Source: an optimization exercise on an open RTL-to-GDS flow (aim: small area, a short achievable clock period and few clock cycles per item). Production flows keep margins and buffers that such runs may drop. The RTL was checked by simulation tests, not by an equivalence proof against the original design.

==> job 1911: inputs <==
// convolution
module convolution (
    input wire clk,
    input wire rst,
    input wire start,
    input wire [647:0] input_matrix,
    output reg [647:0] output_matrix,
    output reg done
);
wire w1, w2;
fa u2 (.a(input_matrix[0]), .b(input_matrix[1]), .c(input_matrix[8]), .s(w1), .co(w2));
wire w3, w4;
fa u4 (.a(input_matrix[1]), .b(input_matrix[2]), .c(input_matrix[9]), .s(w3), .co(w4));
wire w5, w6;
ha u6 (.a(w2), .b(w3), .s(w5), .co(w6));
wire w7, w8;
fa u8 (.a(input_matrix[2]), .b(input_matrix[3]), .c(input_matrix[10]), .s(w7), .co(w8));
wire w9, w10;
fa u10 (.a(w4), .b(w7), .c(w6), .s(w9), .co(w10));
wire w11, w12;
fa u12 (.a(input_matrix[3]), .b(input_matrix[4]), .c(input_matrix[11]), .s(w11), .co(w12));
wire w13, w14;
fa u14 (.a(w8), .b(w11), .c(w10), .s(w13), .co(w14));
wire w15, w16;
fa u16 (.a(input_matrix[4]), .b(input_matrix[5]), .c(input_matrix[12]), .s(w15), .co(w16));
wire w17, w18;
fa u18 (.a(w12), .b(w15), .c(w14), .s(w17), .co(w18));
wire w19, w20;
fa u20 (.a(input_matrix[5]), .b(input_matrix[6]), .c(input_matrix[13]), .s(w19), .co(w20));
wire w21, w22;
fa u22 (.a(w16), .b(w19), .c(w18), .s(w21), .co(w22));
wire w23, w24;
  ...
Settings: LEC_CHECK=0, CAP_MARGIN=20, CORE_MARGIN=2, CORE_UTILIZATION=60, PLACE_DENSITY=0.7, SETUP_SLACK_MARGIN=3.25, SLEW_MARGIN=20, SYNTH_HIERARCHICAL=1, SYNTH_MINIMUM_KEEP_SIZE=0; clock period 16.0 ns.
standard.sh (not shown) runs the stock make flow with config.mk's settings and CLKGATE_MAP_FILE= SYNTH_SCRIPT=/design/flow/synth_recipe.tcl, a recipe that flattens the netlist after the stock synthesis.
==> flow/flow/run.sh <==
#!/bin/bash
# Own layout flow: the standard flow (standard.sh, unchanged synthesis), with the
# port buffers that global placement inserts made sky130_fd_sc_hd__buf_1 instead of
# the default pick (a clock delay buffer). Every port still gets its own buffer.
set -euo pipefail
bash standard.sh "BUFFER_PORTS_ARGS=-buffer_cell sky130_fd_sc_hd__buf_1" finish > flow_make.log 2>&1
==> job 619: changes against job 1911 <==
SETUP_SLACK_MARGIN = 4.5   (was 3.25)
==> results.txt <==
DRT iter0 DRCs: job 1911 7114; job 619 6471
Worst relative slew slack: job 1911 29.7%; job 619 34.0%
Portion of the layout cell area used by non-clock buffers: job 1911 2.75%; job 619 7.13%
Via count of the first global-routing pass: job 1911 125999; job 619 129684
Nets: job 1911 21744; job 619 22851
Status: job 1911 no timing/DRC/antenna violations; job 619 no timing/DRC/antenna violations
Final Non-Filler Cells: job 1911 17429; job 619 18517
Routed length per instance: job 1911 31.1 um; job 619 30.1 um
Number of cells after detailed placement: job 1911 17134; job 619 17137
Critical path's most frequent cell: job 1911 sky130_fd_sc_hd__fa_1; job 619 sky130_fd_sc_hd__fa_2
Start point of the critical path: job 1911 input_matrix[106]; job 619 input_matrix[224]
Final worst-path cycle share: job 1911 78.7%; job 619 72.9%
Flip-flop and latch share of the layout cell area: job 1911 9.66%; job 619 8.69%
WL met3: job 1911 44400 um; job 619 40300 um
Count of antenna diodes in the layout: job 1911 123; job 619 109
Area added between synthesis and finish: job 1911 7.76%; job 619 19.7%
Setup ws final: job 1911 3.40 ns; job 619 4.34 ns
Highest clock frequency the design can meet: job 1911 79.4 MHz; job 619 85.7 MHz
Buffers inserted by post-CTS timing repair: job 1911 0; job 619 424
Critical path required time: job 1911 16.57 ns; job 619 16.64 ns
Share of layout cells above drive strength 1: job 1911 3.90%; job 619 34.2%
Slowest stage delay, CP: job 1911 0.55 ns; job 619 0.64 ns
Setup slack after placement: job 1911 2.15 ns; job 619 2.69 ns
Testbench counts of job 1911, summed over its fixed seeds: cycles 96, items 96.
Testbench counts of job 619, summed over its fixed seeds: cycles 96, items 96.

========
==> inputs of trial 91 <==
convolution again, from the RTL that the note above started with.
==> flow/design.v (excerpt) <==
module convolution (
    input wire clk,
    input wire rst,
    input wire start,
    input wire [647:0] input_matrix,
    output reg [647:0] output_matrix,
    output reg done
);
clock: 16.0 ns
lec_check: 0
cap_margin: 20
core_margin: 2
core_utilization: 60
place_density: 0.7
setup_slack_margin: 4
slew_margin: 20
synth_hierarchical: 1
synth_minimum_keep_size: 0
Scripts as last shown in full above: flow/flow/run.sh
==> inputs of trial 52, as changes to trial 91 <==
--- a/flow/config.mk
+++ b/flow/config.mk
@@ -11,3 +11,2 @@
 export PLACE_DENSITY = 0.7
-export SETUP_SLACK_MARGIN = 4
 export SLEW_MARGIN = 20
==> inputs of trial 9, as changes to trial 91 <==
--- a/flow/config.mk
+++ b/flow/config.mk
@@ -9,4 +9,4 @@
 export CORE_MARGIN = 2
-export CORE_UTILIZATION = 60
-export PLACE_DENSITY = 0.7
+export CORE_UTILIZATION = 68
+export PLACE_DENSITY = 0.78
 export SETUP_SLACK_MARGIN = 4
==> impl_metrics.ini <==
[global_routing]
grt_use_total_pct = 36.6

[sta]
slew_headroom_pct = 26.4
fmax_mhz = 76.3
whs_ns = 0.466

[route]
drt_pre_antenna_iters = 5
wl_per_cell_microns = 31.1

[floorplanning]
initial_core_util_pct = 60.2

[run_status]
status = finished clean

[setup_path]
crit_path_max_incr_delay_ns = 0.91
[end of results for trial 52]
==> impl_metrics.ini <==
[run_status]
status = finished clean

[sta]
slew_headroom_pct = 32.4
fmax_mhz = 83.7
whs_ns = 0.463

[setup_path]
crit_path_max_incr_delay_ns = 0.57

[clock_network]
cts_sinks = 649

[floorplanning]
initial_core_util_pct = 68.4

[route]
wl_per_cell_microns = 30.9
drt_pre_antenna_iters = 6
[end of results for trial 9]
==> impl_metrics.ini <==
[run_status]
status = finished clean

[setup_path]
cp.required_ns = 16.60
crit_path_max_incr_delay_ns = 0.65

[route]
vias = 105000
drt_pre_antenna_iters = 8

[global_routing]
grt_use_total_pct = 36.0

[synthesis]
yosysWarnings = 7

[sta]
slew_headroom_pct = 33.1
whs_ns = 0.483
fmax_mhz = 84.1

[finish]
most-common-layout-cells = 5695 x fa_1, 1357 x inv_1, 1172 x fa_2

[clock_network]
cts-resized-gates = 235

[floorplanning]
die_w_microns = 563
[end of results for trial 91]
Testbench counts of trial 91, summed over its fixed seeds: cycles 96, items 96.
Testbench counts of trial 52, summed over its fixed seeds: cycles 96, items 96.
Testbench counts of trial 9, summed over its fixed seeds: cycles 96, items 96.

[static timing again, ports no longer ideal]
The flow's constraints put no driver on any port. The routed layouts listed below were extracted and timed again, unchanged, in two steps.
Step 1 sets driving cells, clkbuf_16 on the clock port and buf_2 on the other inputs (assumed; they add their load-dependent delay and slew).
Step 2 moves the port delays by t, midway between the first and last clock arrival at a register: inputs arrive t later, outputs are due t later. That takes back most of the time a late clock gives input paths.
Slacks: no drivers / after step 1 / after step 2; pairs: no drivers / after step 1.
| run | shift t [ns] | slack for setup (ns) | hold WS [ns] | worst register clock-pin slew, ns |
|---|---|---|---|---|
| job 1911 | 0.969 | 3.404 / 3.345 / 2.376 | 0.466 / 0.466 / 0.466 | 0.07 / 0.07 |
| job 619 | 0.968 | 4.336 / 4.360 / 3.392 | 0.488 / 0.488 / 0.488 | 0.08 / 0.08 |
| trial 91 | 0.963 | 4.105 / 4.055 / 3.093 | 0.483 / 0.483 / 0.483 | 0.07 / 0.07 |
| trial 52 | 0.965 | 2.892 / 2.858 / 1.894 | 0.466 / 0.466 / 0.466 | 0.07 / 0.07 |
| trial 9 | 0.959 | 4.052 / 3.979 / 3.021 | 0.463 / 0.463 / 0.463 | 0.07 / 0.07 |
After both steps setup and hold are still met in every run listed. The setup slack of trial 9, which loses most, moves by -0.073 ns with the drivers and by -1.031 ns with both steps.
